This is an optimization exercise on Yosys and OpenROAD, whose aim is small area, a short achievable clock period and few clock cycles, not a production implementation. In this exercise RTL edits were held to simulation tests only and were not proved equivalent to the original. No activity file was given, so power comes from the tool's default toggle rates.

==> flow/design.v <==
module cpu(clk,reset,read_data,out,N,V,Z,mem_cmd,mem_addr);
input clk, reset;
input [15:0] read_data;
output reg [1:0] mem_cmd;
output reg [8:0] mem_addr;
output reg [15:0] out;
output reg N, V, Z;
reg        c_fetch;    
reg        d_valid;    
reg        halted;
reg  [8:0] xpc;        
reg        smc;        
reg        ld1_v, ld2_v;
reg  [2:0] ld1_rd, ld2_rd;
reg        e_valid;    
reg        e_haz;      
reg        e_ldw;      
reg        e_wr;       
reg  [2:0] e_wa;
reg        e_pass;     
reg  [1:0] e_op;       
reg        e_cmp, e_ldr, e_str, e_halt;
reg  [4:0] e_imm5;
reg [15:0] a, b;
wire flush = (e_valid & e_haz) | smc;
wire exec  = e_valid & ~flush & ~halted;
wire [15:0] sum = a + (b ^ {16{e_op[0]}}) + {15'b0, e_op[0]};
reg  [15:0] res;
always @(*) begin
  if (e_pass) res = b;
  else case (e_op)
    2'b10: res = a & b;
    2'b11: res = ~b;
    default: res = sum;
  endcase
end
wire [8:0] ea = a[8:0] + {{4{e_imm5[4]}}, e_imm5};
wire       we_x = exec & e_wr;
wire       we   = we_x | e_ldw;
wire       mem_x = exec & (e_ldr | e_str);
reg  [15:0] rf [0:7];
integer k;
always @(posedge clk)
  for (k = 0; k < 8; k = k + 1)
    if (we && e_wa == k) rf[k] <= res;
always @(posedge clk) begin
  if (exec & e_cmp) begin
    Z <= (sum == 16'b0);
    N <= sum[15];
    V <= (a[15] ^ b[15]) & (sum[15] ^ a[15]);
  end
end
wire [15:0] ir = read_data;
wire is_ldr  = ~ir[15];                         
wire is_str  = ~(ir[14] | ir[13]);              
wire is_mem  = is_ldr | is_str;
wire is_halt = ir[15] & ir[14] & ir[13];        
wire is_mov  = ir[14] & ~ir[13];                
wire is_alu  = ~ir[14] & ir[13];                
wire is_movi = is_mov & ir[12];
wire use_rn  = is_mem | (is_alu & ~(ir[12] & ir[11]));
wire use_rm  = (is_mov & ~ir[12]) | is_alu;
wire [2:0] rn = ir[10:8], rd = ir[7:5], rm = ir[2:0];
wire [2:0] rb = is_str ? rd : rm;
wire [1:0] sh = is_mem ? 2'b00 : ir[4:3];
function [15:0] shf;
  input [15:0] x;
  input [1:0] s;
  case (s)
    2'b00: shf = x;
    2'b01: shf = {x[14:0], 1'b0};
    2'b10: shf = {1'b0, x[15:1]};
    default: shf = {x[15], x[15:1]};
  endcase
endfunction
function pend;
  input [2:0] r;
  pend = (e_valid & e_ldr & (e_wa == r)) | (ld1_v & (ld1_rd == r));
endfunction
wire haz_d = (use_rn & pend(rn)) | (use_rm & pend(rm)) | (is_str & pend(rd));
wire fwd_a = we & (e_wa == rn);
wire fwd_b = we & (e_wa == rb);
wire [15:0] a_d = fwd_a ? res : rf[rn];
wire [15:0] b_sh = shf(fwd_b ? res : rf[rb], sh);
wire [15:0] b_d = ld2_v ? read_data : is_movi ? {{8{ir[7]}}, ir[7:0]} : b_sh;
always @(posedge clk) begin
  a <= a_d;
  b <= b_d;
  e_haz  <= haz_d;
  e_wr   <= is_mov | (is_alu & ~(~ir[12] & ir[11]));
  e_wa   <= ld2_v ? ld2_rd : is_movi ? rn : rd;
  e_pass <= ld2_v | is_mov;
  e_op   <= ir[12:11];
  e_cmp  <= is_alu & ~ir[12] & ir[11];
  e_ldr  <= is_ldr;
  e_str  <= is_str;
  e_halt <= is_halt;
  e_imm5 <= ir[4:0];
  ld1_rd <= e_wa; ld2_rd <= ld1_rd;
end
wire [8:0] xpc1 = xpc + 9'd1;
wire [1:0] inflight = {1'b0, e_valid} + {1'b0, d_valid} + {1'b0, c_fetch};
wire [8:0] nfa = xpc + {7'b0, inflight};
always @(posedge clk) out <= b;
always @(posedge clk) begin
  if (reset) begin
    mem_cmd <= 2'b01; mem_addr <= 9'd0; c_fetch <= 1'b1;
    xpc <= 9'd0;
    d_valid <= 1'b0; e_valid <= 1'b0; e_ldw <= 1'b0; halted <= 1'b0; smc <= 1'b0;
    ld1_v <= 1'b0; ld2_v <= 1'b0;
  end else begin
    d_valid <= c_fetch & ~flush;
    e_valid <= d_valid & ~flush;
    smc     <= mem_x & e_str & ((ea[8:6] == xpc[8:6]) | (&xpc[5:1] & (ea[8:6] == xpc[8:6] + 3'd1)));
    if (exec) xpc <= xpc1;
    ld1_v <= mem_x & e_ldr;
    ld2_v <= ld1_v & ~(we_x & (e_wa == ld1_rd));
    e_ldw <= ld2_v & ~(we_x & (e_wa == ld2_rd));
    if (halted | (exec & e_halt)) begin
      halted <= 1'b1; mem_cmd <= 2'b00; c_fetch <= 1'b0;
    end else if (flush) begin
      mem_cmd <= 2'b01; mem_addr <= xpc; c_fetch <= 1'b1;
    end else if (mem_x) begin
      mem_cmd <= e_str ? 2'b10 : 2'b01; mem_addr <= ea; c_fetch <= 1'b0;
    end else begin
      mem_cmd <= 2'b01; mem_addr <= nfa; c_fetch <= 1'b1;
    end
  end
end
endmodule
==> flow/config.mk <==
export PLATFORM = sky130hd
export DESIGN_NAME = cpu
export DESIGN_NICKNAME = cpu
export VERILOG_FILES = /design/flow/design.v
export SDC_FILE = /design/flow/constraint.sdc
export NUM_CORES = 4
export LEC_CHECK = 0
export ABC_AREA = 1
export CAP_MARGIN = 20
export CORE_MARGIN = 2
export CORE_UTILIZATION = 55
export PLACE_DENSITY = 0.65
export SETUP_SLACK_MARGIN = 3.5
export SLEW_MARGIN = 20
==> flow/constraint.sdc <==
create_clock -name core_clock -period 6.0 [get_ports {clk}]
set_input_delay 1.2000 -clock core_clock [delete_from_list [all_inputs] [get_ports {clk}]]
set_output_delay 1.2000 -clock core_clock [all_outputs]
set_load 0.01 [all_outputs]
run.sh (not shown) runs the stock make flow with config.mk's settings and CLKGATE_MAP_FILE= SYNTH_SCRIPT=/design/flow/synth_recipe.tcl, a recipe that flattens the netlist after the stock synthesis.
The first run completed with no timing, DRC or antenna violations.
Testbench counts at the start, summed over its fixed seeds: cycles 13,053.
Rerun with:
CORE_UTILIZATION = 45   (was 55)
PLACE_DENSITY = 0.6   (was 0.65)
After rerunning: Worst setup slack loses 0.0072 ns; core utilization came out lower by 13 points; sequential cell count is unchanged; wire length decreases slightly; area after synthesis is unchanged; combinational power decreases by a few percent; final cell count goes up by a few percent.

-- static timing again, ports no longer ideal --
No port has a modelled driver above. Below, the same layouts with a new extraction and two added sets of constraints.
Step 1 sets driving cells, clkbuf_16 on the clock port and buf_2 on the other inputs (assumed; they add their load-dependent delay and slew).
Step 2 also shifts input and output timing later by t, the mid clock arrival at the registers, as if the neighbouring blocks saw the same clock.
a / b / c = ideal / step 1 / step 2; a / b = the first two.
run	t (ns)	setup WS [ns]	hold WS [ns]
the first run	0.598	3.280 / 3.293 / 2.695	0.408 / 0.408 / 0.408
the second run	0.607	3.273 / 3.283 / 2.675	0.416 / 0.416 / 0.416
After both steps setup and hold are still met in every run listed. For the second run, which loses most, drivers alone change the setup slack by +0.010 ns; drivers and shift together by -0.598 ns.
